This design comes from an exercise in tuning for small area on the open sky130 flow, not from production work.
Only simulation tests tie the RTL to the original design; equivalence was not proved.

==> module sfi5_rx_barrel_shifter_16bit, before the edit <==
module sfi5_rx_barrel_shifter_16bit
(
	input			i_CLK,
	input			i_SYNC_RST,
	input		[5:0]	iv_SHIFT_VALUE,
	input			i_NEW,	 
	input		[15:0]	iv_DATA,
	output	reg	[15:0]	ov_DATA
);
reg	[78:0]	L;
reg	[15:0]	Q;
wire	[5:0]	s = iv_SHIFT_VALUE;
wire	[5:0]	sn = ~iv_SHIFT_VALUE;
wire	nah = s[4] | (sn[5] & ~i_NEW);	 
wire	nbh = sn[4];			 
wire	nal = s[4];			 
wire	nbl = sn[4];			 
wire	[46:0]	m1n;	 
wire	[30:0]	m2;
wire	[22:0]	m3n;	 
wire	[18:0]	m4;
wire	[16:0]	m5n;	 
wire	[15:0]	m6;
genvar i;
generate
	for (i = 0; i < 47; i = i + 1) begin : g_1
		sfi5_rx_mux2n u (.a(L[32+i]), .b(L[i]), .s(s[5]), .sn(sn[5]), .y(m1n[i]));
	end
	for (i = 0; i < 31; i = i + 1) begin : g_2
		sfi5_rx_mux2n u (.a(m1n[16+i]), .b(m1n[i]), .s((i >= 15) ? nah : nal), .sn((i >= 15) ? nbh : nbl), .y(m2[i]));
	end
	for (i = 0; i < 23; i = i + 1) begin : g_3
		sfi5_rx_mux2n u (.a(m2[8+i]), .b(m2[i]), .s(s[3]), .sn(sn[3]), .y(m3n[i]));
	end
	for (i = 0; i < 19; i = i + 1) begin : g_4
		sfi5_rx_mux2n u (.a(m3n[4+i]), .b(m3n[i]), .s(s[2]), .sn(sn[2]), .y(m4[i]));
	end
	for (i = 0; i < 17; i = i + 1) begin : g_5
		sfi5_rx_mux2n u (.a(m4[2+i]), .b(m4[i]), .s(s[1]), .sn(sn[1]), .y(m5n[i]));
	end
	for (i = 0; i < 16; i = i + 1) begin : g_6
		sfi5_rx_mux2n u (.a(m5n[1+i]), .b(m5n[i]), .s(s[0]), .sn(sn[0]), .y(m6[i]));
	end
endgenerate
always @(posedge i_CLK) begin
	L <= {iv_DATA, L[78:16]};
	Q <= m6;
	ov_DATA <= i_SYNC_RST ? 16'd0 : Q;
end
endmodule
==> flow/config.mk <==
export PLATFORM = sky130hd
export DESIGN_NAME = sfi5_rx_if_v6_16bit
export DESIGN_NICKNAME = sfi5_rx_if_v6_16bit
export VERILOG_FILES = /design/flow/design.v
export SDC_FILE = /design/flow/constraint.sdc
export NUM_CORES = 4
export LEC_CHECK = 0
export CAP_MARGIN = 20
export CORE_MARGIN = 2
export CORE_UTILIZATION = 60
export CTS_BUF_LIST = sky130_fd_sc_hd__clkbuf_8
export CTS_CLUSTER_DIAMETER = 80
export CTS_CLUSTER_SIZE = 14
export SLEW_MARGIN = 20
export SYNTH_HIERARCHICAL = 1
export SYNTH_MINIMUM_KEEP_SIZE = 0
==> flow/constraint.sdc <==
create_clock -name core_clock -period 5.0 [get_ports {i_CLK}]
set_input_delay 1.0000 -clock core_clock [delete_from_list [all_inputs] [get_ports {i_CLK}]]
set_output_delay 1.0000 -clock core_clock [all_outputs]
set_load 0.01 [all_outputs]
standard.sh (not shown) runs the stock make flow with config.mk's settings and CLKGATE_MAP_FILE= SYNTH_SCRIPT=/design/flow/synth_recipe.tcl, a recipe that flattens the netlist after the stock synthesis.
==> flow/flow/run.sh <==
#!/bin/bash
# The standard layout (the standard.sh, standard synthesis unchanged) with two
# changes: ports are buffered with the smallest buffer, and clock tree synthesis
# uses small buffers without dummy loads. Each tool's output goes to its own log
# under orfs/logs; make's own output goes to flow_make.log here.
set -euo pipefail
export BUFFER_PORTS_ARGS="-buffer_cell sky130_fd_sc_hd__buf_1"
export CTS_ARGS="-sink_clustering_enable -repair_clock_nets -dont_use_dummy_load -buf_list sky130_fd_sc_hd__clkbuf_8 -sink_clustering_size 14 -sink_clustering_max_diameter 80"
bash standard.sh > flow_make.log 2>&1
Then changed:
--- a/flow/design.v
+++ b/flow/design.v
@@ -16,25 +16,28 @@
 	input		[5:0]	iv_SHIFT_VALUE,
 	input			i_NEW,	 
 	input		[15:0]	iv_DATA,
 	output	reg	[15:0]	ov_DATA
 );
 reg	[78:0]	L;
-reg	[15:0]	Q;
+reg	[16:0]	Qn;	 
+reg		s0d;	 
 wire	[5:0]	s = iv_SHIFT_VALUE;
 wire	[5:0]	sn = ~iv_SHIFT_VALUE;
 wire	nah = s[4] | (sn[5] & ~i_NEW);	 
 wire	nbh = sn[4];			 
 wire	nal = s[4];			 
 wire	nbl = sn[4];			 
 wire	[46:0]	m1n;	 
 wire	[30:0]	m2;
 wire	[22:0]	m3n;	 
 wire	[18:0]	m4;
 wire	[16:0]	m5n;	 
 wire	[15:0]	m6;
+wire		s6 = s0d | i_SYNC_RST;
+wire		s6n = ~s0d | i_SYNC_RST;
 genvar i;
 generate
 	for (i = 0; i < 47; i = i + 1) begin : g_1
 		sfi5_rx_mux2n u (.a(L[32+i]), .b(L[i]), .s(s[5]), .sn(sn[5]), .y(m1n[i]));
 	end
 	for (i = 0; i < 31; i = i + 1) begin : g_2
@@ -47,19 +50,20 @@
 		sfi5_rx_mux2n u (.a(m3n[4+i]), .b(m3n[i]), .s(s[2]), .sn(sn[2]), .y(m4[i]));
 	end
 	for (i = 0; i < 17; i = i + 1) begin : g_5
 		sfi5_rx_mux2n u (.a(m4[2+i]), .b(m4[i]), .s(s[1]), .sn(sn[1]), .y(m5n[i]));
 	end
 	for (i = 0; i < 16; i = i + 1) begin : g_6
-		sfi5_rx_mux2n u (.a(m5n[1+i]), .b(m5n[i]), .s(s[0]), .sn(sn[0]), .y(m6[i]));
+		sfi5_rx_mux2n u (.a(Qn[1+i]), .b(Qn[i]), .s(s6), .sn(s6n), .y(m6[i]));
 	end
 endgenerate
 always @(posedge i_CLK) begin
 	L <= {iv_DATA, L[78:16]};
-	Q <= m6;
-	ov_DATA <= i_SYNC_RST ? 16'd0 : Q;
+	Qn <= m5n;
+	s0d <= s[0];
+	ov_DATA <= m6;
 end
 endmodule
 `timescale 1ns / 1ps
 module sfi5_rx_frame_sync
 (
 	input			i_CLK,
After rerunning:
- The changed run ran to the end with no violations
- worst setup slack is better by 210 ps
- clock-buffer cell count goes up by 2
- synthesized cell count goes down by 3.0%
- final area falls by 1.3%
- area after synthesis goes down by 1.8%

-- afterwards: timing with drivers on the ports --
How much do the figures lean on ideal ports? The routed layouts below were timed once more, with nothing changed but the port constraints. Step 1: set_driving_cell puts a clkbuf_16 on i_CLK and a buf_2 on each other input, an assumption about the parent block. Step 2, shift: input delay + t, output delay - t, t = (earliest + latest rising clock arrival at the registers) / 2. This alone moves slack from input paths to output paths. a / b / c = no drivers / after step 1 / after step 2; a / b = the first two.
| run | t, ns | setup WS [ns] | hold WS [ns] | worst slew at a driven data input, ns |
|---|---|---|---|---|
| the first run | 0.977 | 0.833 / 0.833 / 0.833 | 0.150 / 0.090 / 0.305 | 0.19 |
| the second run | 0.982 | 1.043 / 1.043 / 1.043 | 0.144 / 0.081 / 0.307 | 0.19 |
After both steps every run listed still meets setup and hold.
